This design comes from an exercise in tuning for small area, a short achievable clock period and few clock cycles per item on the open sky130 flow, not from production work. Function was not checked in any run shown here: the RTL went through the layout flow alone. No activity file was given, so power comes from the tool's default toggle rates.

==> design/flow/design.v <==
module part4_mac(clk, reset, a, b, f, valid_in, valid_out);
    input clk, reset, valid_in;
    input signed [13:0] a, b;
    output logic signed [27:0] f;
    output logic valid_out;
  logic [13:0] a_r;
  logic [13:0] b_r;
  logic one1;
  logic two2;
  logic pp0_3;
  logic pp0_4;
  logic pp0_5;
  logic pp0_6;
  logic pp0_7;
  logic pp0_8;
  logic pp0_9;
  logic pp0_10;
  logic pp0_11;
  logic pp0_12;
  logic pp0_13;
  logic pp0_14;
  logic pp0_15;
  logic pp0_16;
  logic pp0_17;
  logic ps0_18;
  logic one19;
  logic two20;
  logic pp1_21;
  logic pp1_22;
  logic pp1_23;
  logic pp1_24;
  logic pp1_25;
  logic pp1_26;
  logic pp1_27;
  logic pp1_28;
  logic pp1_29;
  logic pp1_30;
  logic pp1_31;
  logic pp1_32;
  logic pp1_33;
  logic pp1_34;
  logic pp1_35;
  logic ps1_36;
  logic one37;
  logic two38;
  logic pp2_39;
  logic pp2_40;
  logic pp2_41;
  logic pp2_42;
  logic pp2_43;
  logic pp2_44;
  logic pp2_45;
  logic pp2_46;
  logic pp2_47;
  logic pp2_48;
  logic pp2_49;
  logic pp2_50;
  logic pp2_51;
  logic pp2_52;
  logic pp2_53;
  logic ps2_54;
  logic one55;
  logic two56;
  logic pp3_57;
  logic pp3_58;
  logic pp3_59;
  logic pp3_60;
  logic pp3_61;
  logic pp3_62;
  logic pp3_63;
  logic pp3_64;
  logic pp3_65;
  logic pp3_66;
  logic pp3_67;
  logic pp3_68;
  logic pp3_69;
  logic pp3_70;
  logic pp3_71;
  logic ps3_72;
  logic one73;
  logic two74;
  logic pp4_75;
  logic pp4_76;
  logic pp4_77;
  logic pp4_78;
  logic pp4_79;
  logic pp4_80;
  logic pp4_81;
  logic pp4_82;
  logic pp4_83;
  logic pp4_84;
  logic pp4_85;
  logic pp4_86;
  logic pp4_87;
  logic pp4_88;
  logic pp4_89;
  logic ps4_90;
  logic one91;
  logic two92;
  logic pp5_93;
  logic pp5_94;
  logic pp5_95;
  logic pp5_96;
  logic pp5_97;
  logic pp5_98;
  logic pp5_99;
  logic pp5_100;
  logic pp5_101;
  logic pp5_102;
  logic pp5_103;
  logic pp5_104;
  logic pp5_105;
  logic pp5_106;
  logic pp5_107;
  logic ps5_108;
  logic one109;
  logic two110;
  logic pp6_111;
  logic pp6_112;
  logic pp6_113;
  logic pp6_114;
  logic pp6_115;
  logic pp6_116;
  logic pp6_117;
  logic pp6_118;
  logic pp6_119;
  logic pp6_120;
  logic pp6_121;
  logic pp6_122;
  logic pp6_123;
  logic pp6_124;
  logic pp6_125;
  logic ps6_126;
  logic s127;
  logic c128;
  logic s129;
  logic c130;
  logic s131;
  logic c132;
  logic s133;
  logic c134;
  logic s135;
  logic c136;
  logic s137;
  logic c138;
  logic s139;
  logic c140;
  logic s141;
  logic c142;
  logic s143;
  logic c144;
  logic s145;
  logic c146;
  logic s147;
  logic c148;
  logic s149;
  logic c150;
  logic s151;
  logic c152;
  logic s153;
  logic c154;
  logic s155;
  logic c156;
  logic s157;
  logic c158;
  logic s159;
  logic c160;
  logic s161;
  logic c162;
  logic s163;
  logic c164;
  logic s165;
  logic c166;
  logic s167;
  logic c168;
  logic s169;
  logic c170;
  logic s171;
  logic c172;
  logic s173;
  logic c174;
  logic s175;
  logic c176;
  logic s177;
  logic c178;
  logic s179;
  logic c180;
  logic s181;
  logic c182;
  logic s183;
  logic c184;
  logic s185;
  logic c186;
  logic s187;
  logic c188;
  logic s189;
  logic c190;
  logic s191;
  logic c192;
  logic s193;
  logic c194;
  logic s195;
  logic c196;
  logic s197;
  logic c198;
  logic s199;
  logic c200;
  logic s201;
  logic c202;
  logic s203;
  logic c204;
  logic s205;
  logic c206;
  logic s207;
  logic c208;
  logic s209;
  logic c210;
  logic s211;
  logic c212;
  logic s213;
  logic c214;
  logic s215;
  logic c216;
  logic s217;
  logic c218;
  logic s219;
  logic c220;
  logic s221;
  logic c222;
  logic s223;
  logic c224;
  logic s225;
  logic c226;
  logic s227;
  logic c228;
  logic s229;
  logic c230;
  logic s231;
  logic c232;
  logic s233;
  logic c234;
  logic s235;
  logic c236;
  logic s237;
  logic c238;
  logic s239;
  logic c240;
  logic s241;
  logic c242;
  logic s243;
  logic c244;
  logic s245;
  logic c246;
  logic s247;
  logic c248;
  logic s249;
  logic c250;
  logic s251;
  logic c252;
  logic s253;
  logic c254;
  logic s255;
  logic c256;
  logic s257;
  logic c258;
  logic s259;
  logic c260;
  logic s261;
  logic c262;
  logic s263;
  logic c264;
  logic s265;
  logic c266;
  logic s267;
  logic c268;
  logic s269;
  logic c270;
  logic s271;
  logic c272;
  logic s273;
  logic c274;
  logic s275;
  logic c276;
  logic s277;
  logic c278;
  logic s279;
  logic c280;
  logic s281;
  logic c282;
  logic s283;
  logic c284;
  logic s285;
  logic c286;
  logic s287;
  logic c288;
  logic s289;
  logic c290;
  logic s291;
  logic c292;
  logic s293;
  logic c294;
  logic [27:0] sS, sC, prod;
  logic [27:0] p_r;
  logic r1_c0_0;
  logic r1_c0_1;
  logic r1_c1_0;
  logic r1_c2_0;
  logic r1_c2_1;
  logic r1_c2_2;
  logic r1_c3_0;
  logic r1_c3_1;
  logic r1_c4_0;
  logic r1_c4_1;
  logic r1_c4_2;
  logic r1_c4_3;
  logic r1_c5_0;
  logic r1_c5_1;
  logic r1_c5_2;
  logic r1_c6_0;
  logic r1_c6_1;
  logic r1_c6_2;
  logic r1_c6_3;
  logic r1_c7_0;
  logic r1_c7_1;
  logic r1_c7_2;
  logic r1_c7_3;
  logic r1_c8_0;
  logic r1_c8_1;
  logic r1_c8_2;
  logic r1_c8_3;
  logic r1_c9_0;
  logic r1_c9_1;
  logic r1_c9_2;
  logic r1_c9_3;
  logic r1_c10_0;
  logic r1_c10_1;
  logic r1_c10_2;
  logic r1_c10_3;
  logic r1_c11_0;
  logic r1_c11_1;
  logic r1_c11_2;
  logic r1_c11_3;
  logic r1_c12_0;
  logic r1_c12_1;
  logic r1_c12_2;
  logic r1_c12_3;
  logic r1_c13_0;
  logic r1_c13_1;
  logic r1_c13_2;
  logic r1_c13_3;
  logic r1_c14_0;
  logic r1_c14_1;
  logic r1_c14_2;
  logic r1_c14_3;
  logic r1_c15_0;
  logic r1_c15_1;
  logic r1_c15_2;
  logic r1_c15_3;
  logic r1_c16_0;
  logic r1_c16_1;
  logic r1_c16_2;
  logic r1_c16_3;
  logic r1_c17_0;
  logic r1_c17_1;
  logic r1_c17_2;
  logic r1_c17_3;
  logic r1_c18_0;
  logic r1_c18_1;
  logic r1_c18_2;
  logic r1_c18_3;
  logic r1_c19_0;
  logic r1_c19_1;
  logic r1_c19_2;
  logic r1_c19_3;
  logic r1_c20_0;
  logic r1_c20_1;
  logic r1_c20_2;
  logic r1_c20_3;
  logic r1_c21_0;
  logic r1_c21_1;
  logic r1_c21_2;
  logic r1_c21_3;
  logic r1_c22_0;
  logic r1_c22_1;
  logic r1_c22_2;
  logic r1_c22_3;
  logic r1_c23_0;
  logic r1_c23_1;
  logic r1_c24_0;
  logic r1_c24_1;
  logic r1_c25_0;
  logic r1_c26_0;
  assign one1 = b_r[0] ^ 1'b0;
  assign two2 = (b_r[1] ^ b_r[0]) & ~(b_r[0] ^ 1'b0);
  assign pp0_3 = (one1 & a_r[0]) ^ b_r[1];
  assign pp0_4 = ((one1 & a_r[1]) | (two2 & a_r[0])) ^ b_r[1];
  assign pp0_5 = ((one1 & a_r[2]) | (two2 & a_r[1])) ^ b_r[1];
  assign pp0_6 = ((one1 & a_r[3]) | (two2 & a_r[2])) ^ b_r[1];
  assign pp0_7 = ((one1 & a_r[4]) | (two2 & a_r[3])) ^ b_r[1];
  assign pp0_8 = ((one1 & a_r[5]) | (two2 & a_r[4])) ^ b_r[1];
  assign pp0_9 = ((one1 & a_r[6]) | (two2 & a_r[5])) ^ b_r[1];
  assign pp0_10 = ((one1 & a_r[7]) | (two2 & a_r[6])) ^ b_r[1];
  assign pp0_11 = ((one1 & a_r[8]) | (two2 & a_r[7])) ^ b_r[1];
  assign pp0_12 = ((one1 & a_r[9]) | (two2 & a_r[8])) ^ b_r[1];
  assign pp0_13 = ((one1 & a_r[10]) | (two2 & a_r[9])) ^ b_r[1];
  assign pp0_14 = ((one1 & a_r[11]) | (two2 & a_r[10])) ^ b_r[1];
  assign pp0_15 = ((one1 & a_r[12]) | (two2 & a_r[11])) ^ b_r[1];
  assign pp0_16 = ((one1 & a_r[13]) | (two2 & a_r[12])) ^ b_r[1];
  assign pp0_17 = ((one1 & a_r[13]) | (two2 & a_r[13])) ^ b_r[1];
  assign ps0_18 = ~pp0_17;
  assign one19 = b_r[2] ^ b_r[1];
  assign two20 = (b_r[3] ^ b_r[2]) & ~(b_r[2] ^ b_r[1]);
  assign pp1_21 = (one19 & a_r[0]) ^ b_r[3];
  assign pp1_22 = ((one19 & a_r[1]) | (two20 & a_r[0])) ^ b_r[3];
  assign pp1_23 = ((one19 & a_r[2]) | (two20 & a_r[1])) ^ b_r[3];
  assign pp1_24 = ((one19 & a_r[3]) | (two20 & a_r[2])) ^ b_r[3];
  assign pp1_25 = ((one19 & a_r[4]) | (two20 & a_r[3])) ^ b_r[3];
  assign pp1_26 = ((one19 & a_r[5]) | (two20 & a_r[4])) ^ b_r[3];
  assign pp1_27 = ((one19 & a_r[6]) | (two20 & a_r[5])) ^ b_r[3];
  assign pp1_28 = ((one19 & a_r[7]) | (two20 & a_r[6])) ^ b_r[3];
  assign pp1_29 = ((one19 & a_r[8]) | (two20 & a_r[7])) ^ b_r[3];
  assign pp1_30 = ((one19 & a_r[9]) | (two20 & a_r[8])) ^ b_r[3];
  assign pp1_31 = ((one19 & a_r[10]) | (two20 & a_r[9])) ^ b_r[3];
  assign pp1_32 = ((one19 & a_r[11]) | (two20 & a_r[10])) ^ b_r[3];
  assign pp1_33 = ((one19 & a_r[12]) | (two20 & a_r[11])) ^ b_r[3];
  assign pp1_34 = ((one19 & a_r[13]) | (two20 & a_r[12])) ^ b_r[3];
  assign pp1_35 = ((one19 & a_r[13]) | (two20 & a_r[13])) ^ b_r[3];
  assign ps1_36 = ~pp1_35;
  assign one37 = b_r[4] ^ b_r[3];
  assign two38 = (b_r[5] ^ b_r[4]) & ~(b_r[4] ^ b_r[3]);
  assign pp2_39 = (one37 & a_r[0]) ^ b_r[5];
  assign pp2_40 = ((one37 & a_r[1]) | (two38 & a_r[0])) ^ b_r[5];
  assign pp2_41 = ((one37 & a_r[2]) | (two38 & a_r[1])) ^ b_r[5];
  assign pp2_42 = ((one37 & a_r[3]) | (two38 & a_r[2])) ^ b_r[5];
  assign pp2_43 = ((one37 & a_r[4]) | (two38 & a_r[3])) ^ b_r[5];
  assign pp2_44 = ((one37 & a_r[5]) | (two38 & a_r[4])) ^ b_r[5];
  assign pp2_45 = ((one37 & a_r[6]) | (two38 & a_r[5])) ^ b_r[5];
  assign pp2_46 = ((one37 & a_r[7]) | (two38 & a_r[6])) ^ b_r[5];
  assign pp2_47 = ((one37 & a_r[8]) | (two38 & a_r[7])) ^ b_r[5];
  assign pp2_48 = ((one37 & a_r[9]) | (two38 & a_r[8])) ^ b_r[5];
  assign pp2_49 = ((one37 & a_r[10]) | (two38 & a_r[9])) ^ b_r[5];
  assign pp2_50 = ((one37 & a_r[11]) | (two38 & a_r[10])) ^ b_r[5];
  assign pp2_51 = ((one37 & a_r[12]) | (two38 & a_r[11])) ^ b_r[5];
  assign pp2_52 = ((one37 & a_r[13]) | (two38 & a_r[12])) ^ b_r[5];
  assign pp2_53 = ((one37 & a_r[13]) | (two38 & a_r[13])) ^ b_r[5];
  assign ps2_54 = ~pp2_53;
  assign one55 = b_r[6] ^ b_r[5];
  assign two56 = (b_r[7] ^ b_r[6]) & ~(b_r[6] ^ b_r[5]);
  assign pp3_57 = (one55 & a_r[0]) ^ b_r[7];
  assign pp3_58 = ((one55 & a_r[1]) | (two56 & a_r[0])) ^ b_r[7];
  assign pp3_59 = ((one55 & a_r[2]) | (two56 & a_r[1])) ^ b_r[7];
  assign pp3_60 = ((one55 & a_r[3]) | (two56 & a_r[2])) ^ b_r[7];
  assign pp3_61 = ((one55 & a_r[4]) | (two56 & a_r[3])) ^ b_r[7];
  assign pp3_62 = ((one55 & a_r[5]) | (two56 & a_r[4])) ^ b_r[7];
  assign pp3_63 = ((one55 & a_r[6]) | (two56 & a_r[5])) ^ b_r[7];
  assign pp3_64 = ((one55 & a_r[7]) | (two56 & a_r[6])) ^ b_r[7];
  assign pp3_65 = ((one55 & a_r[8]) | (two56 & a_r[7])) ^ b_r[7];
  assign pp3_66 = ((one55 & a_r[9]) | (two56 & a_r[8])) ^ b_r[7];
  assign pp3_67 = ((one55 & a_r[10]) | (two56 & a_r[9])) ^ b_r[7];
  assign pp3_68 = ((one55 & a_r[11]) | (two56 & a_r[10])) ^ b_r[7];
  assign pp3_69 = ((one55 & a_r[12]) | (two56 & a_r[11])) ^ b_r[7];
  assign pp3_70 = ((one55 & a_r[13]) | (two56 & a_r[12])) ^ b_r[7];
  assign pp3_71 = ((one55 & a_r[13]) | (two56 & a_r[13])) ^ b_r[7];
  assign ps3_72 = ~pp3_71;
  assign one73 = b_r[8] ^ b_r[7];
  assign two74 = (b_r[9] ^ b_r[8]) & ~(b_r[8] ^ b_r[7]);
  assign pp4_75 = (one73 & a_r[0]) ^ b_r[9];
  assign pp4_76 = ((one73 & a_r[1]) | (two74 & a_r[0])) ^ b_r[9];
  assign pp4_77 = ((one73 & a_r[2]) | (two74 & a_r[1])) ^ b_r[9];
  assign pp4_78 = ((one73 & a_r[3]) | (two74 & a_r[2])) ^ b_r[9];
  assign pp4_79 = ((one73 & a_r[4]) | (two74 & a_r[3])) ^ b_r[9];
  assign pp4_80 = ((one73 & a_r[5]) | (two74 & a_r[4])) ^ b_r[9];
  assign pp4_81 = ((one73 & a_r[6]) | (two74 & a_r[5])) ^ b_r[9];
  assign pp4_82 = ((one73 & a_r[7]) | (two74 & a_r[6])) ^ b_r[9];
  assign pp4_83 = ((one73 & a_r[8]) | (two74 & a_r[7])) ^ b_r[9];
  assign pp4_84 = ((one73 & a_r[9]) | (two74 & a_r[8])) ^ b_r[9];
  assign pp4_85 = ((one73 & a_r[10]) | (two74 & a_r[9])) ^ b_r[9];
  assign pp4_86 = ((one73 & a_r[11]) | (two74 & a_r[10])) ^ b_r[9];
  assign pp4_87 = ((one73 & a_r[12]) | (two74 & a_r[11])) ^ b_r[9];
  assign pp4_88 = ((one73 & a_r[13]) | (two74 & a_r[12])) ^ b_r[9];
  assign pp4_89 = ((one73 & a_r[13]) | (two74 & a_r[13])) ^ b_r[9];
  assign ps4_90 = ~pp4_89;
  assign one91 = b_r[10] ^ b_r[9];
  assign two92 = (b_r[11] ^ b_r[10]) & ~(b_r[10] ^ b_r[9]);
  assign pp5_93 = (one91 & a_r[0]) ^ b_r[11];
  assign pp5_94 = ((one91 & a_r[1]) | (two92 & a_r[0])) ^ b_r[11];
  assign pp5_95 = ((one91 & a_r[2]) | (two92 & a_r[1])) ^ b_r[11];
  assign pp5_96 = ((one91 & a_r[3]) | (two92 & a_r[2])) ^ b_r[11];
  assign pp5_97 = ((one91 & a_r[4]) | (two92 & a_r[3])) ^ b_r[11];
  assign pp5_98 = ((one91 & a_r[5]) | (two92 & a_r[4])) ^ b_r[11];
  assign pp5_99 = ((one91 & a_r[6]) | (two92 & a_r[5])) ^ b_r[11];
  assign pp5_100 = ((one91 & a_r[7]) | (two92 & a_r[6])) ^ b_r[11];
  assign pp5_101 = ((one91 & a_r[8]) | (two92 & a_r[7])) ^ b_r[11];
  assign pp5_102 = ((one91 & a_r[9]) | (two92 & a_r[8])) ^ b_r[11];
  assign pp5_103 = ((one91 & a_r[10]) | (two92 & a_r[9])) ^ b_r[11];
  assign pp5_104 = ((one91 & a_r[11]) | (two92 & a_r[10])) ^ b_r[11];
  assign pp5_105 = ((one91 & a_r[12]) | (two92 & a_r[11])) ^ b_r[11];
  assign pp5_106 = ((one91 & a_r[13]) | (two92 & a_r[12])) ^ b_r[11];
  assign pp5_107 = ((one91 & a_r[13]) | (two92 & a_r[13])) ^ b_r[11];
  assign ps5_108 = ~pp5_107;
  assign one109 = b_r[12] ^ b_r[11];
  assign two110 = (b_r[13] ^ b_r[12]) & ~(b_r[12] ^ b_r[11]);
  assign pp6_111 = (one109 & a_r[0]) ^ b_r[13];
  assign pp6_112 = ((one109 & a_r[1]) | (two110 & a_r[0])) ^ b_r[13];
  assign pp6_113 = ((one109 & a_r[2]) | (two110 & a_r[1])) ^ b_r[13];
  assign pp6_114 = ((one109 & a_r[3]) | (two110 & a_r[2])) ^ b_r[13];
  assign pp6_115 = ((one109 & a_r[4]) | (two110 & a_r[3])) ^ b_r[13];
  assign pp6_116 = ((one109 & a_r[5]) | (two110 & a_r[4])) ^ b_r[13];
  assign pp6_117 = ((one109 & a_r[6]) | (two110 & a_r[5])) ^ b_r[13];
  assign pp6_118 = ((one109 & a_r[7]) | (two110 & a_r[6])) ^ b_r[13];
  assign pp6_119 = ((one109 & a_r[8]) | (two110 & a_r[7])) ^ b_r[13];
  assign pp6_120 = ((one109 & a_r[9]) | (two110 & a_r[8])) ^ b_r[13];
  assign pp6_121 = ((one109 & a_r[10]) | (two110 & a_r[9])) ^ b_r[13];
  assign pp6_122 = ((one109 & a_r[11]) | (two110 & a_r[10])) ^ b_r[13];
  assign pp6_123 = ((one109 & a_r[12]) | (two110 & a_r[11])) ^ b_r[13];
  assign pp6_124 = ((one109 & a_r[13]) | (two110 & a_r[12])) ^ b_r[13];
  assign pp6_125 = ((one109 & a_r[13]) | (two110 & a_r[13])) ^ b_r[13];
  assign ps6_126 = ~pp6_125;
  assign s127 = b_r[11] ^ pp5_93;
  assign c128 = b_r[11] & pp5_93;
  assign s129 = pp5_94 ^ pp4_78;
  assign c130 = pp5_94 & pp4_78;
  assign s131 = b_r[13] ^ pp6_111 ^ pp5_95;
  assign c132 = (b_r[13] & pp6_111) | (b_r[13] & pp5_95) | (pp6_111 & pp5_95);
  assign s133 = pp4_79 ^ pp3_63;
  assign c134 = pp4_79 & pp3_63;
  assign s135 = pp6_112 ^ pp5_96 ^ pp4_80;
  assign c136 = (pp6_112 & pp5_96) | (pp6_112 & pp4_80) | (pp5_96 & pp4_80);
  assign s137 = pp3_64 ^ pp2_48;
  assign c138 = pp3_64 & pp2_48;
  assign s139 = 1'b1 ^ pp6_113 ^ pp5_97;
  assign c140 = (1'b1 & pp6_113) | (1'b1 & pp5_97) | (pp6_113 & pp5_97);
  assign s141 = pp4_81 ^ pp3_65 ^ pp2_49;
  assign c142 = (pp4_81 & pp3_65) | (pp4_81 & pp2_49) | (pp3_65 & pp2_49);
  assign s143 = 1'b1 ^ pp6_114 ^ pp5_98;
  assign c144 = (1'b1 & pp6_114) | (1'b1 & pp5_98) | (pp6_114 & pp5_98);
  assign s145 = pp4_82 ^ pp3_66;
  assign c146 = pp4_82 & pp3_66;
  assign s147 = pp6_115 ^ pp5_99 ^ pp4_83;
  assign c148 = (pp6_115 & pp5_99) | (pp6_115 & pp4_83) | (pp5_99 & pp4_83);
  assign s149 = 1'b1 ^ pp6_116;
  assign c150 = 1'b1 & pp6_116;
  assign s151 = b_r[7] ^ pp3_57;
  assign c152 = b_r[7] & pp3_57;
  assign s153 = pp3_58 ^ pp2_42;
  assign c154 = pp3_58 & pp2_42;
  assign s155 = b_r[9] ^ pp4_75 ^ pp3_59;
  assign c156 = (b_r[9] & pp4_75) | (b_r[9] & pp3_59) | (pp4_75 & pp3_59);
  assign s157 = pp2_43 ^ pp1_27;
  assign c158 = pp2_43 & pp1_27;
  assign s159 = pp4_76 ^ pp3_60 ^ pp2_44;
  assign c160 = (pp4_76 & pp3_60) | (pp4_76 & pp2_44) | (pp3_60 & pp2_44);
  assign s161 = pp1_28 ^ pp0_12;
  assign c162 = pp1_28 & pp0_12;
  assign s163 = pp4_77 ^ pp3_61 ^ pp2_45;
  assign c164 = (pp4_77 & pp3_61) | (pp4_77 & pp2_45) | (pp3_61 & pp2_45);
  assign s165 = pp1_29 ^ pp0_13 ^ s127;
  assign c166 = (pp1_29 & pp0_13) | (pp1_29 & s127) | (pp0_13 & s127);
  assign s167 = pp3_62 ^ pp2_46 ^ pp1_30;
  assign c168 = (pp3_62 & pp2_46) | (pp3_62 & pp1_30) | (pp2_46 & pp1_30);
  assign s169 = pp0_14 ^ s129 ^ c128;
  assign c170 = (pp0_14 & s129) | (pp0_14 & c128) | (s129 & c128);
  assign s171 = pp2_47 ^ pp1_31 ^ pp0_15;
  assign c172 = (pp2_47 & pp1_31) | (pp2_47 & pp0_15) | (pp1_31 & pp0_15);
  assign s173 = s133 ^ s131 ^ c130;
  assign c174 = (s133 & s131) | (s133 & c130) | (s131 & c130);
  assign s175 = pp1_32 ^ pp0_16 ^ s137;
  assign c176 = (pp1_32 & pp0_16) | (pp1_32 & s137) | (pp0_16 & s137);
  assign s177 = s135 ^ c134 ^ c132;
  assign c178 = (s135 & c134) | (s135 & c132) | (c134 & c132);
  assign s179 = pp1_33 ^ ps0_18 ^ s141;
  assign c180 = (pp1_33 & ps0_18) | (pp1_33 & s141) | (ps0_18 & s141);
  assign s181 = s139 ^ c138 ^ c136;
  assign c182 = (s139 & c138) | (s139 & c136) | (c138 & c136);
  assign s183 = pp2_50 ^ pp1_34 ^ s145;
  assign c184 = (pp2_50 & pp1_34) | (pp2_50 & s145) | (pp1_34 & s145);
  assign s185 = s143 ^ c142 ^ c140;
  assign c186 = (s143 & c142) | (s143 & c140) | (c142 & c140);
  assign s187 = pp3_67 ^ pp2_51 ^ ps1_36;
  assign c188 = (pp3_67 & pp2_51) | (pp3_67 & ps1_36) | (pp2_51 & ps1_36);
  assign s189 = s147 ^ c146 ^ c144;
  assign c190 = (s147 & c146) | (s147 & c144) | (c146 & c144);
  assign s191 = pp5_100 ^ pp4_84 ^ pp3_68;
  assign c192 = (pp5_100 & pp4_84) | (pp5_100 & pp3_68) | (pp4_84 & pp3_68);
  assign s193 = pp2_52 ^ s149 ^ c148;
  assign c194 = (pp2_52 & s149) | (pp2_52 & c148) | (s149 & c148);
  assign s195 = pp6_117 ^ pp5_101 ^ pp4_85;
  assign c196 = (pp6_117 & pp5_101) | (pp6_117 & pp4_85) | (pp5_101 & pp4_85);
  assign s197 = pp3_69 ^ ps2_54 ^ c150;
  assign c198 = (pp3_69 & ps2_54) | (pp3_69 & c150) | (ps2_54 & c150);
  assign s199 = 1'b1 ^ pp6_118 ^ pp5_102;
  assign c200 = (1'b1 & pp6_118) | (1'b1 & pp5_102) | (pp6_118 & pp5_102);
  assign s201 = pp4_86 ^ pp3_70;
  assign c202 = pp4_86 & pp3_70;
  assign s203 = pp6_119 ^ pp5_103 ^ pp4_87;
  assign c204 = (pp6_119 & pp5_103) | (pp6_119 & pp4_87) | (pp5_103 & pp4_87);
  assign s205 = 1'b1 ^ pp6_120;
  assign c206 = 1'b1 & pp6_120;
  assign s207 = r1_c4_3 ^ r1_c4_2;
  assign c208 = r1_c4_3 & r1_c4_2;
  assign s209 = r1_c5_2 ^ r1_c5_1;
  assign c210 = r1_c5_2 & r1_c5_1;
  assign s211 = r1_c6_3 ^ r1_c6_2 ^ r1_c6_1;
  assign c212 = (r1_c6_3 & r1_c6_2) | (r1_c6_3 & r1_c6_1) | (r1_c6_2 & r1_c6_1);
  assign s213 = r1_c7_3 ^ r1_c7_2 ^ r1_c7_1;
  assign c214 = (r1_c7_3 & r1_c7_2) | (r1_c7_3 & r1_c7_1) | (r1_c7_2 & r1_c7_1);
  assign s215 = r1_c8_3 ^ r1_c8_2 ^ r1_c8_1;
  assign c216 = (r1_c8_3 & r1_c8_2) | (r1_c8_3 & r1_c8_1) | (r1_c8_2 & r1_c8_1);
  assign s217 = r1_c9_3 ^ r1_c9_2 ^ r1_c9_1;
  assign c218 = (r1_c9_3 & r1_c9_2) | (r1_c9_3 & r1_c9_1) | (r1_c9_2 & r1_c9_1);
  assign s219 = r1_c10_3 ^ r1_c10_2 ^ r1_c10_1;
  assign c220 = (r1_c10_3 & r1_c10_2) | (r1_c10_3 & r1_c10_1) | (r1_c10_2 & r1_c10_1);
  assign s221 = r1_c11_3 ^ r1_c11_2 ^ r1_c11_1;
  assign c222 = (r1_c11_3 & r1_c11_2) | (r1_c11_3 & r1_c11_1) | (r1_c11_2 & r1_c11_1);
  assign s223 = r1_c12_3 ^ r1_c12_2 ^ r1_c12_1;
  assign c224 = (r1_c12_3 & r1_c12_2) | (r1_c12_3 & r1_c12_1) | (r1_c12_2 & r1_c12_1);
  assign s225 = r1_c13_3 ^ r1_c13_2 ^ r1_c13_1;
  assign c226 = (r1_c13_3 & r1_c13_2) | (r1_c13_3 & r1_c13_1) | (r1_c13_2 & r1_c13_1);
  assign s227 = r1_c14_3 ^ r1_c14_2 ^ r1_c14_1;
  assign c228 = (r1_c14_3 & r1_c14_2) | (r1_c14_3 & r1_c14_1) | (r1_c14_2 & r1_c14_1);
  assign s229 = r1_c15_3 ^ r1_c15_2 ^ r1_c15_1;
  assign c230 = (r1_c15_3 & r1_c15_2) | (r1_c15_3 & r1_c15_1) | (r1_c15_2 & r1_c15_1);
  assign s231 = r1_c16_3 ^ r1_c16_2 ^ r1_c16_1;
  assign c232 = (r1_c16_3 & r1_c16_2) | (r1_c16_3 & r1_c16_1) | (r1_c16_2 & r1_c16_1);
  assign s233 = r1_c17_3 ^ r1_c17_2 ^ r1_c17_1;
  assign c234 = (r1_c17_3 & r1_c17_2) | (r1_c17_3 & r1_c17_1) | (r1_c17_2 & r1_c17_1);
  assign s235 = r1_c18_3 ^ r1_c18_2 ^ r1_c18_1;
  assign c236 = (r1_c18_3 & r1_c18_2) | (r1_c18_3 & r1_c18_1) | (r1_c18_2 & r1_c18_1);
  assign s237 = r1_c19_3 ^ r1_c19_2 ^ r1_c19_1;
  assign c238 = (r1_c19_3 & r1_c19_2) | (r1_c19_3 & r1_c19_1) | (r1_c19_2 & r1_c19_1);
  assign s239 = r1_c20_3 ^ r1_c20_2 ^ r1_c20_1;
  assign c240 = (r1_c20_3 & r1_c20_2) | (r1_c20_3 & r1_c20_1) | (r1_c20_2 & r1_c20_1);
  assign s241 = r1_c21_3 ^ r1_c21_2 ^ r1_c21_1;
  assign c242 = (r1_c21_3 & r1_c21_2) | (r1_c21_3 & r1_c21_1) | (r1_c21_2 & r1_c21_1);
  assign s243 = r1_c22_3 ^ r1_c22_2 ^ r1_c22_1;
  assign c244 = (r1_c22_3 & r1_c22_2) | (r1_c22_3 & r1_c22_1) | (r1_c22_2 & r1_c22_1);
  assign s245 = 1'b1 ^ r1_c23_1;
  assign c246 = 1'b1 & r1_c23_1;
  assign s247 = r1_c2_2 ^ r1_c2_1;
  assign c248 = r1_c2_2 & r1_c2_1;
  assign s249 = r1_c3_1 ^ r1_c3_0;
  assign c250 = r1_c3_1 & r1_c3_0;
  assign s251 = r1_c4_1 ^ r1_c4_0 ^ s207;
  assign c252 = (r1_c4_1 & r1_c4_0) | (r1_c4_1 & s207) | (r1_c4_0 & s207);
  assign s253 = r1_c5_0 ^ s209 ^ c208;
  assign c254 = (r1_c5_0 & s209) | (r1_c5_0 & c208) | (s209 & c208);
  assign s255 = r1_c6_0 ^ s211 ^ c210;
  assign c256 = (r1_c6_0 & s211) | (r1_c6_0 & c210) | (s211 & c210);
  assign s257 = r1_c7_0 ^ s213 ^ c212;
  assign c258 = (r1_c7_0 & s213) | (r1_c7_0 & c212) | (s213 & c212);
  assign s259 = r1_c8_0 ^ s215 ^ c214;
  assign c260 = (r1_c8_0 & s215) | (r1_c8_0 & c214) | (s215 & c214);
  assign s261 = r1_c9_0 ^ s217 ^ c216;
  assign c262 = (r1_c9_0 & s217) | (r1_c9_0 & c216) | (s217 & c216);
  assign s263 = r1_c10_0 ^ s219 ^ c218;
  assign c264 = (r1_c10_0 & s219) | (r1_c10_0 & c218) | (s219 & c218);
  assign s265 = r1_c11_0 ^ s221 ^ c220;
  assign c266 = (r1_c11_0 & s221) | (r1_c11_0 & c220) | (s221 & c220);
  assign s267 = r1_c12_0 ^ s223 ^ c222;
  assign c268 = (r1_c12_0 & s223) | (r1_c12_0 & c222) | (s223 & c222);
  assign s269 = r1_c13_0 ^ s225 ^ c224;
  assign c270 = (r1_c13_0 & s225) | (r1_c13_0 & c224) | (s225 & c224);
  assign s271 = r1_c14_0 ^ s227 ^ c226;
  assign c272 = (r1_c14_0 & s227) | (r1_c14_0 & c226) | (s227 & c226);
  assign s273 = r1_c15_0 ^ s229 ^ c228;
  assign c274 = (r1_c15_0 & s229) | (r1_c15_0 & c228) | (s229 & c228);
  assign s275 = r1_c16_0 ^ s231 ^ c230;
  assign c276 = (r1_c16_0 & s231) | (r1_c16_0 & c230) | (s231 & c230);
  assign s277 = r1_c17_0 ^ s233 ^ c232;
  assign c278 = (r1_c17_0 & s233) | (r1_c17_0 & c232) | (s233 & c232);
  assign s279 = r1_c18_0 ^ s235 ^ c234;
  assign c280 = (r1_c18_0 & s235) | (r1_c18_0 & c234) | (s235 & c234);
  assign s281 = r1_c19_0 ^ s237 ^ c236;
  assign c282 = (r1_c19_0 & s237) | (r1_c19_0 & c236) | (s237 & c236);
  assign s283 = r1_c20_0 ^ s239 ^ c238;
  assign c284 = (r1_c20_0 & s239) | (r1_c20_0 & c238) | (s239 & c238);
  assign s285 = r1_c21_0 ^ s241 ^ c240;
  assign c286 = (r1_c21_0 & s241) | (r1_c21_0 & c240) | (s241 & c240);
  assign s287 = r1_c22_0 ^ s243 ^ c242;
  assign c288 = (r1_c22_0 & s243) | (r1_c22_0 & c242) | (s243 & c242);
  assign s289 = r1_c23_0 ^ s245 ^ c244;
  assign c290 = (r1_c23_0 & s245) | (r1_c23_0 & c244) | (s245 & c244);
  assign s291 = r1_c24_1 ^ r1_c24_0 ^ c246;
  assign c292 = (r1_c24_1 & r1_c24_0) | (r1_c24_1 & c246) | (r1_c24_0 & c246);
  assign s293 = 1'b1 ^ r1_c25_0;
  assign c294 = 1'b1 & r1_c25_0;
  assign sS = {1'b1, c294, c292, c290, c288, c286, c284, c282, c280, c278, c276, c274, c272, c270, c268, c266, c264, c262, c260, c258, c256, c254, c252, c250, c248, s247, r1_c1_0, r1_c0_0};
  assign sC = {1'b0, r1_c26_0, s293, s291, s289, s287, s285, s283, s281, s279, s277, s275, s273, s271, s269, s267, s265, s263, s261, s259, s257, s255, s253, s251, s249, r1_c2_0, 1'b0, r1_c0_1};
  assign prod = sS + sC;
  logic [2:0] v;
  logic [1:0] rd;    
  logic take;
  assign take = valid_in & ~reset;
  always_ff @(posedge clk) begin
    a_r <= take ? a : 14'd0;
    b_r <= b;
    r1_c0_0 <= pp0_3;
    r1_c0_1 <= b_r[1];
    r1_c1_0 <= pp0_4;
    r1_c2_0 <= pp0_5;
    r1_c2_1 <= pp1_21;
    r1_c2_2 <= b_r[3];
    r1_c3_0 <= pp0_6;
    r1_c3_1 <= pp1_22;
    r1_c4_0 <= pp0_7;
    r1_c4_1 <= pp1_23;
    r1_c4_2 <= pp2_39;
    r1_c4_3 <= b_r[5];
    r1_c5_0 <= pp0_8;
    r1_c5_1 <= pp1_24;
    r1_c5_2 <= pp2_40;
    r1_c6_0 <= s151;
    r1_c6_1 <= pp0_9;
    r1_c6_2 <= pp1_25;
    r1_c6_3 <= pp2_41;
    r1_c7_0 <= c152;
    r1_c7_1 <= s153;
    r1_c7_2 <= pp0_10;
    r1_c7_3 <= pp1_26;
    r1_c8_0 <= c154;
    r1_c8_1 <= s155;
    r1_c8_2 <= s157;
    r1_c8_3 <= pp0_11;
    r1_c9_0 <= c156;
    r1_c9_1 <= c158;
    r1_c9_2 <= s159;
    r1_c9_3 <= s161;
    r1_c10_0 <= c160;
    r1_c10_1 <= c162;
    r1_c10_2 <= s163;
    r1_c10_3 <= s165;
    r1_c11_0 <= c164;
    r1_c11_1 <= c166;
    r1_c11_2 <= s167;
    r1_c11_3 <= s169;
    r1_c12_0 <= c168;
    r1_c12_1 <= c170;
    r1_c12_2 <= s171;
    r1_c12_3 <= s173;
    r1_c13_0 <= c172;
    r1_c13_1 <= c174;
    r1_c13_2 <= s175;
    r1_c13_3 <= s177;
    r1_c14_0 <= c176;
    r1_c14_1 <= c178;
    r1_c14_2 <= s179;
    r1_c14_3 <= s181;
    r1_c15_0 <= c180;
    r1_c15_1 <= c182;
    r1_c15_2 <= s183;
    r1_c15_3 <= s185;
    r1_c16_0 <= c184;
    r1_c16_1 <= c186;
    r1_c16_2 <= s187;
    r1_c16_3 <= s189;
    r1_c17_0 <= c188;
    r1_c17_1 <= c190;
    r1_c17_2 <= s191;
    r1_c17_3 <= s193;
    r1_c18_0 <= c192;
    r1_c18_1 <= c194;
    r1_c18_2 <= s195;
    r1_c18_3 <= s197;
    r1_c19_0 <= c196;
    r1_c19_1 <= c198;
    r1_c19_2 <= s199;
    r1_c19_3 <= s201;
    r1_c20_0 <= c200;
    r1_c20_1 <= c202;
    r1_c20_2 <= s203;
    r1_c20_3 <= ps3_72;
    r1_c21_0 <= c204;
    r1_c21_1 <= s205;
    r1_c21_2 <= pp4_88;
    r1_c21_3 <= pp5_104;
    r1_c22_0 <= c206;
    r1_c22_1 <= ps4_90;
    r1_c22_2 <= pp5_105;
    r1_c22_3 <= pp6_121;
    r1_c23_0 <= pp5_106;
    r1_c23_1 <= pp6_122;
    r1_c24_0 <= ps5_108;
    r1_c24_1 <= pp6_123;
    r1_c25_0 <= pp6_124;
    r1_c26_0 <= ps6_126;
    p_r <= prod;
  end
  always_ff @(posedge clk) begin
    if (reset) begin
      v <= '0;
      valid_out <= 1'b0;
    end else begin
      v <= {v, valid_in};
      valid_out <= v[2];
    end
    rd <= {rd, reset};
  end
  logic [27:0] sum;
  logic ovp, ovn, clr;
  assign sum = f + p_r;
  assign ovp = ~f[27] & ~p_r[27] & sum[27];
  assign ovn = f[27] & p_r[27] & ~sum[27];
  assign clr = reset | (|rd);
  always_ff @(posedge clk) begin
    if (clr)
      f <= 28'd0;
    else if (ovp)
      f <= 28'h7ffffff;
    else if (ovn)
      f <= 28'h8000000;
    else
      f <= sum;
  end
endmodule
==> design/flow/run.sh <==
#!/bin/bash
# synth_recipe.tcl (not shown) runs the flow's synth.tcl, then flattens the netlist and writes it again
# the make line also repeats each setting of config.mk as NAME=value (left out here)
make -C /OpenROAD-flow-scripts/flow DESIGN_CONFIG=/design/flow/config.mk WORK_HOME=/design/flow/orfs CLKGATE_MAP_FILE= SYNTH_SCRIPT=/design/flow/synth_recipe.tcl finish
==> design/flow/config.mk <==
export PLATFORM = sky130hd
export DESIGN_NAME = part4_mac
export DESIGN_NICKNAME = part4_mac
export VERILOG_FILES = /design/flow/design.v
export SDC_FILE = /design/flow/constraint.sdc
export NUM_CORES = 4
export LEC_CHECK = 0
export CAP_MARGIN = 20
export CORE_MARGIN = 2
export CORE_UTILIZATION = 40
export SETUP_SLACK_MARGIN = 3.9
export SLEW_MARGIN = 20
==> design/flow/constraint.sdc <==
create_clock -name core_clock -period 6.0 [get_ports {clk}]
set_input_delay 1.2000 -clock core_clock [delete_from_list [all_inputs] [get_ports {clk}]]
set_output_delay 1.2000 -clock core_clock [all_outputs]
set_load 0.01 [all_outputs]
==> results of run 1 <==
[metal layers]
metal  up-vias  global-route usage, %  share of wire (%)
li1       5428                      -                  -
met1      5226                  27.87                 46
met2       287                  33.96                 48
met3        52                  2.375                4.2
met4         0                  6.843                1.9
met5         -                      0                  0
[flip-flops by register name, indices dropped and copies added, names as in the netlist, 2 cells and up]
register and count:
a_r 14, p_r 28, rd 2, f 28
b_r 14, v 3
[cells in the mapped netlist, types with 25 or more instances]
library cell  instances
nor2_1              103
a221oi_1             37
clkbuf_1             99
nor2b_1              25
inv_1               149
a21o_1               26
ha_1                 73
o22ai_1              43
fa_1                 62
maj3_1               29
and2_1               29
o21ai_0              90
dfxtp_1             179
xnor2_1              33
nand2_1             156
a21oi_1             147
[worst min path at each step]
stage	to	cells after the start
after global routing	rd[1]	0
final	rd[1]	0
after detailed placement	rd[1]	0
after floorplan	r1_c0_1	0
after CTS	rd[1]	0
after global placement	rd[1]	0
[worst max-delay path, delay by kind of cell, from the launching register on]
family / cells / cell delay [ns]
AOI/OAI and AO/OA: 5 / 1.09
xor gates and xnor gates: 1 / 0.12
adders and majority gates: 3 / 1.23
buffers and inverters: 4 / 0.31
DFF: 1 / 0.32
[cells by family after synthesis]
family	after synthesis
fa+ha+maj	164
compound gates	455
buf+inv	274
mux	11
flops	179
simple gates	389
xor+xnor	55
[power by group]
group | leakage (nW) | internal [mW] | total (mW) | switching, mW
sequential | 1.52 | 1.48 | 1.64 | 0.162
combinational | 5.13 | 2.61 | 5.25 | 2.64
clock | 0.330 | 0.756 | 1.28 | 0.529
total | 6.98 | 4.85 | 8.18 | 3.33
[cell type report]
class	instances	area [um^2]
Sequential cell	179	3719
Tap cell	396	495.5
Clock buffer	17	425.4
Fill cell	2660	13740
Inverter	149	564.3
Timing Repair Buffer	194	2111
Multi-Input combinational cell	1080	9051
Clock inverter	15	244.0
[through the flow]
step                      instance area, um^2  util, %  setup slack (ns)
after floorplan                         12710        -             3.009
after global placement                  13290    43.80             2.660
after detailed placement                13290    43.80             2.604
after global routing                    16610    54.73             2.691
final                                   16610    54.73             2.825
after CTS                               15550    51.24             2.854
[repair_timing]
action	4_1_cts	5_1_grt
gates cloned	13	3
setup buffers	64	43
gates resized for setup	367	144
pin swaps	94	93
endpoints found under the setup margin	140	103
==> results.toml, run 1 <==
[logic_synthesis]
async_flop_share_pct = 0
synth.distinct_cells = 65
netlist_area_um2 = 12250
synth_fp_nets = 1693
synth.largest_area_cell = "dfxtp_1"
postSynthCellCount = 1527
yosys_most_used_dff = "dfxtp_1"
synth_enable_flop_cells = 0
synth-warning-count = 1
yosys.area_share.simple_pct = 14.39
synth_compound_area_share_pct = 23.03
synth_top_family_by_area = "compound AO/OA/AOI/OAI gates"
synth.area.mux_share_pct = 0.9091
syn_area_per_cell_um2 = 8.022
ys_seq_elements = 179
synth-xor-area-share_pct = 3.933
synth_fa_ha_area_share_pct = 19.96
ys_top_cells_by_area = "dfxtp_1 (29%), fa_1 (10%), ha_1 (7.5%)"
ys_seq_area_share_pct = 29.25
synth_top_area_share_pct = 29.25

[layout]
final_common_cell = "nand2_1"
layout_common_cells = "nand2_1 (147), inv_1 (126), dfxtp_1 (119), a21oi_1 (116), nor2_1 (96)"
fin_nets = 1787
syn_to_final_growth_pct = 35.60
drive_gt1_share_pct = 29.62
antenna-diode-count = 0
instances_no_fill = 2030

[worst_setup_path]
end_kind = "register"
cp_slowest_cell = "fa_1"
rrSetupSlack_ns = 2.83
r2r_start = "r1_c6_3"
worstPathRequired_ns = 6.32
cp_common_cell = "inv_2"
setup.worst_path.end = "p_r[20]"
arrival_ns = 3.50
path_max_fanout = 3
setup.worst_path.start = "r1_c6_3"
worstRegToRegCells = 13
max_stage_delay_ns = 0.51
r2r-end = "p_r[20]"
crit_chain = "inv_2, fa_2, fa_1, inv_2, ha_4, inv_2, o32a_1, a21bo_2, buf_6, o211ai_1, a21o_1, a21oi_2, xnor2_1"
crit_type = "reg2reg"
startpoint_type = "register"

[drt]
drc = 0
dr.first_iter.drc_count = 773
drtPass1Iterations = 5
wl_per_cell_um = 16.59
drt-vias-per-instance = 5.415
vias = 10993
ant_nets = 0
drt_wl_total_mm = 33.68

[sta]
relSlewSlack_pct = 61.17
setup_tns_ns = 0
finalCritPeriodShare_pct = 52.92
report.final.slew_viol_count = 0
worst_slew_pin_slew_ns = 0.5812
hold_ws_ns = 0.3895
min_period_ns = 3.175
hold_viol_final = 0
final.setup_skew_ns = 0.01506
rsz0062_at_grt = "yes"
fmax_mhz = 315.0
finalSetupViolCount = 0

[pwr]
ir_drop_mv = 0.3684
p_leak_nw = 6.979
finalPower_mw = 8.175
p_per_area_nw_per_um2 = 492.2

[placed_design]
portBuffers = 59
dp.cells = 1875
place_congestion = 0.8553
hpwl_mm = 20.61

[cts]
clock-root-buffer = "clkbuf_16"
cts_max_path_buffers = 2
insertion_delay_ns = 0.44
cts_sinks = 179
hold_buffers = 0
htreeDepth = 4
clk_pin_slew_ns = 0.07
cts_tree = "built"
cts_buffers = 17

[global_routing]
grt_pass1_vias = 9948
grt_overflow = 0
track_usage_pct = 20.54
antenna_found_initial = 0
grt_max_degree = 45
grt_first_pass_wirelength_mm = 52.18

[floorplan]
die_area_um2 = 32040
start_util_pct = 40.36
design.portCount = 60
fp.coreArea_um2 = 30350
rows = 64
die_w_um = 179.0
fp.dieH_um = 179.0

[outcome]
outcome = "no timing/DRC/antenna violations"

[hold_path]
hp-class = "reg2reg"
min-delay-start = "rd[0]"

[run]
drv_cap = 0
==> run 2: changes to the inputs <==
--- a/design/flow/config.mk
+++ b/design/flow/config.mk
@@ -10,3 +10,2 @@
 export CORE_UTILIZATION = 40
-export SETUP_SLACK_MARGIN = 3.9
 export SLEW_MARGIN = 20
==> run 2 against run 1 <==
Clock skew shrank 0.0035 ns; via count shrank 8.0%; largest cell class unchanged; die area is the same; area after synthesis is the same; final cell count shrank 5.9%; combinational power shrank 34%; routed wire length shrank 17%; sequential power is essentially flat; first-iteration DRC count shrank 2.1%; maximum frequency shrank 9.7%; power shrank 23%; non-clock buffer count shrank 114; critical endpoint is now p_r[26].
==> results.toml, run 2 <==
[outcome]
outcome = "no timing/DRC/antenna violations"

[logic_synthesis]
yosysMostFrequentCell = "dfxtp_1"
netlist_area_um2 = 12250
synth.largest_area_cell = "dfxtp_1"
ys_top_cells_by_area = "dfxtp_1 (29%), fa_1 (10%), ha_1 (7.5%)"
synth_fp_nets = 1693
yosys.area_share.simple_pct = 14.39
synth_enable_flop_cells = 0
synth_top_area_share_pct = 29.25
synth-warning-count = 1
synthTopCellsByCount = "dfxtp_1 (179), nand2_1 (156), inv_1 (149)"
ys_seq_elements = 179
syn_area_per_cell_um2 = 8.022
synth_top_family_by_area = "compound AO/OA/AOI/OAI gates"
ys_seq_area_share_pct = 29.25
synth.distinct_cells = 65
synth.area.mux_share_pct = 0.9091
synth_fa_ha_area_share_pct = 19.96
postSynthCellCount = 1527
synth-xor-area-share_pct = 3.933
yosys_most_used_dff = "dfxtp_1"
async_flop_share_pct = 0
synth_compound_area_share_pct = 23.03

[worst_setup_path]
path_max_fanout = 5
worstPathRequired_ns = 6.37
worstRegToRegCells = 13
rrSetupSlack_ns = 2.49
startpoint_type = "register"
arrival_ns = 3.89
r2r_start = "r1_c8_1"
r2r-end = "p_r[26]"
crit_type = "reg2reg"
end_kind = "register"

[global_routing]
met3_usage_pct = 2.905
use_met2_pct = 28.88
grt_first_pass_wirelength_mm = 47.33
track_usage_pct = 18.40
use_met1_pct = 26.21
grt_max_degree = 58
antenna_found_initial = 0
grt_pass1_vias = 9438
grt_overflow = 0
grt-busiest-layer = "met2"

[floorplan]
start_util_pct = 40.36
design.portCount = 60
die_w_um = 179.0
fp.dieH_um = 179.0
fp.coreArea_um2 = 30350
rows = 64
die_area_um2 = 32040

[sta]
hold_viol_final = 0
report.final.slew_viol_count = 0
final.setup_skew_ns = 0.01161
min_period_ns = 3.515
rsz0062_at_grt = "no"
finalSetupViolCount = 0
worst_slew_pin_slew_ns = 1.101
fmax_mhz = 284.5
hold_ws_ns = 0.3693
setup_tns_ns = 0
setup_ws_ns = 2.485
finalCritPeriodShare_pct = 58.58
relSlewSlack_pct = 26.53

[layout]
drive_gt1_share_pct = 4.822
layout_common_cells = "dfxtp_1 (175), nand2_1 (156), inv_1 (149), a21oi_1 (147), nor2_1 (103)"
final_common_cell = "dfxtp_1"
instances_no_fill = 1910
antenna-diode-count = 0
fin_nets = 1667
design_area_um2 = 13630
multiInputGateArea_um2 = 7622
final_core_util_pct = 44.92
syn_to_final_growth_pct = 11.29
top_regs = "f x28, p_r x28"
nFillCells = 3000
regArea_um2 = 3588

[hold_path]
worstHoldPathCells = 0
hp-class = "reg2reg"
min-delay-start = "rd[0]"
min_to = "rd[1]"

[drt]
dr.first_iter.drc_count = 757
drt_wl_total_mm = 27.94
wl_per_cell_um = 14.63
vias = 10115
drtPass1Iterations = 5
drc = 0
ant_nets = 0
drt-vias-per-instance = 5.296

[cts]
clk_pin_slew_ns = 0.08
cts_setup_buffers = 0
cts_sinks = 179
hold_buffers = 0
cts_max_path_buffers = 2
cts_resized = 0
cts_tree = "built"
cts_buffers = 17
htreeDepth = 4
clock-root-buffer = "clkbuf_16"
insertion_delay_ns = 0.44

[pwr]
finalPower_mw = 6.261
p_leak_nw = 5.857
ir_drop_mv = 0.2734
p_per_area_nw_per_um2 = 459.3

[placed_design]
hpwl_mm = 20.38
place_congestion = 0.8409
portBuffers = 59
pre_cts_slack_ns = 2.531
dp.cells = 1878
place_area_um2 = 13010

[run]
drv_cap = 0
[run 2: cell counts after synthesis]
No cell type changed its count.
[run 2: layout make-up]
type                       instances  area share, %
clock buffer                      18          3.222
clock inverter                    14          1.313
inverter                         149          4.103
multi-input combinational       1074          55.92
sequential                       179          26.32
tap                              396          3.635
timing repair buffer              80          5.489
[run 2: worst max-delay path: stages, from the launching register on]
cell       delay, ns
dfxtp_1         0.32
inv_1           0.06
fa_1            0.44
fa_1            0.51
inv_1           0.04
ha_1            0.33
a21o_1          0.18
a21oi_1         0.21
nor4b_1         0.26
a21bo_2         0.21
o2111ai_1       0.19
and2_1          0.21
a311oi_1        0.35
xnor2_1         0.15
[run 2: power breakdown]
group	switching [mW]	internal [mW]
registers	0.134	1.47
logic	1.93	1.54
clock network	0.542	0.647
[run 2: kinds of logic (layout without fill, tap and decap cells)]
| group | Yosys count | after routing |
|---|---|---|
| fa+ha+maj | 164 | 164 |
| simple gates | 389 | 389 |
| xor+xnor | 55 | 55 |
| flops | 179 | 179 |
| compound gates | 455 | 455 |
| buf+inv | 274 | 261 |
| mux | 11 | 11 |
[run 2: how the worst max path moves through the flow]
stage                  from      end  slack [ns]
finish              r1_c8_1  p_r[26]        2.49
global route        r1_c9_1  p_r[26]        2.22
CTS                 r1_c8_1  p_r[26]        2.49
detailed placement  r1_c8_1  p_r[26]        2.53
global placement    r1_c9_1  p_r[26]        2.56
floorplan           r1_c9_1  p_r[26]        2.80
[run 2: metal layers]
| layer | wire length (um) | part of all wire, % |
|---|---|---|
| met2 | 12330 | 44 |
| met3 | 1192 | 4.3 |
| met1 | 14060 | 50 |
| met4 | 357 | 1.3 |
| met5 | 0 | 0 |

[afterwards: timing with drivers on the ports]
No port has a modelled driver above. Below, the same layouts with a new extraction and two added sets of constraints. Step 1: set_driving_cell puts a clkbuf_16 on clk and a buf_2 on each other input, an assumption about the parent block. Step 2, shift: input delay + t, output delay - t, t = (earliest + latest rising clock arrival at the registers) / 2. This alone moves slack from input paths to output paths. a / b / c = ideal / step 1 / step 2; a / b = the first two.
| run | t (ns) | setup slack, ns | worst setup path after step 2 | slew at the worst register clock pin (ns) |
|---|---|---|---|---|
| run 1 | 0.477 | 2.825 / 2.825 / 2.825 | register to register | 0.08 / 0.08 |
| run 2 | 0.482 | 2.485 / 2.485 / 2.485 | register to register | 0.08 / 0.08 |
After both steps setup and hold are still met in every run listed.
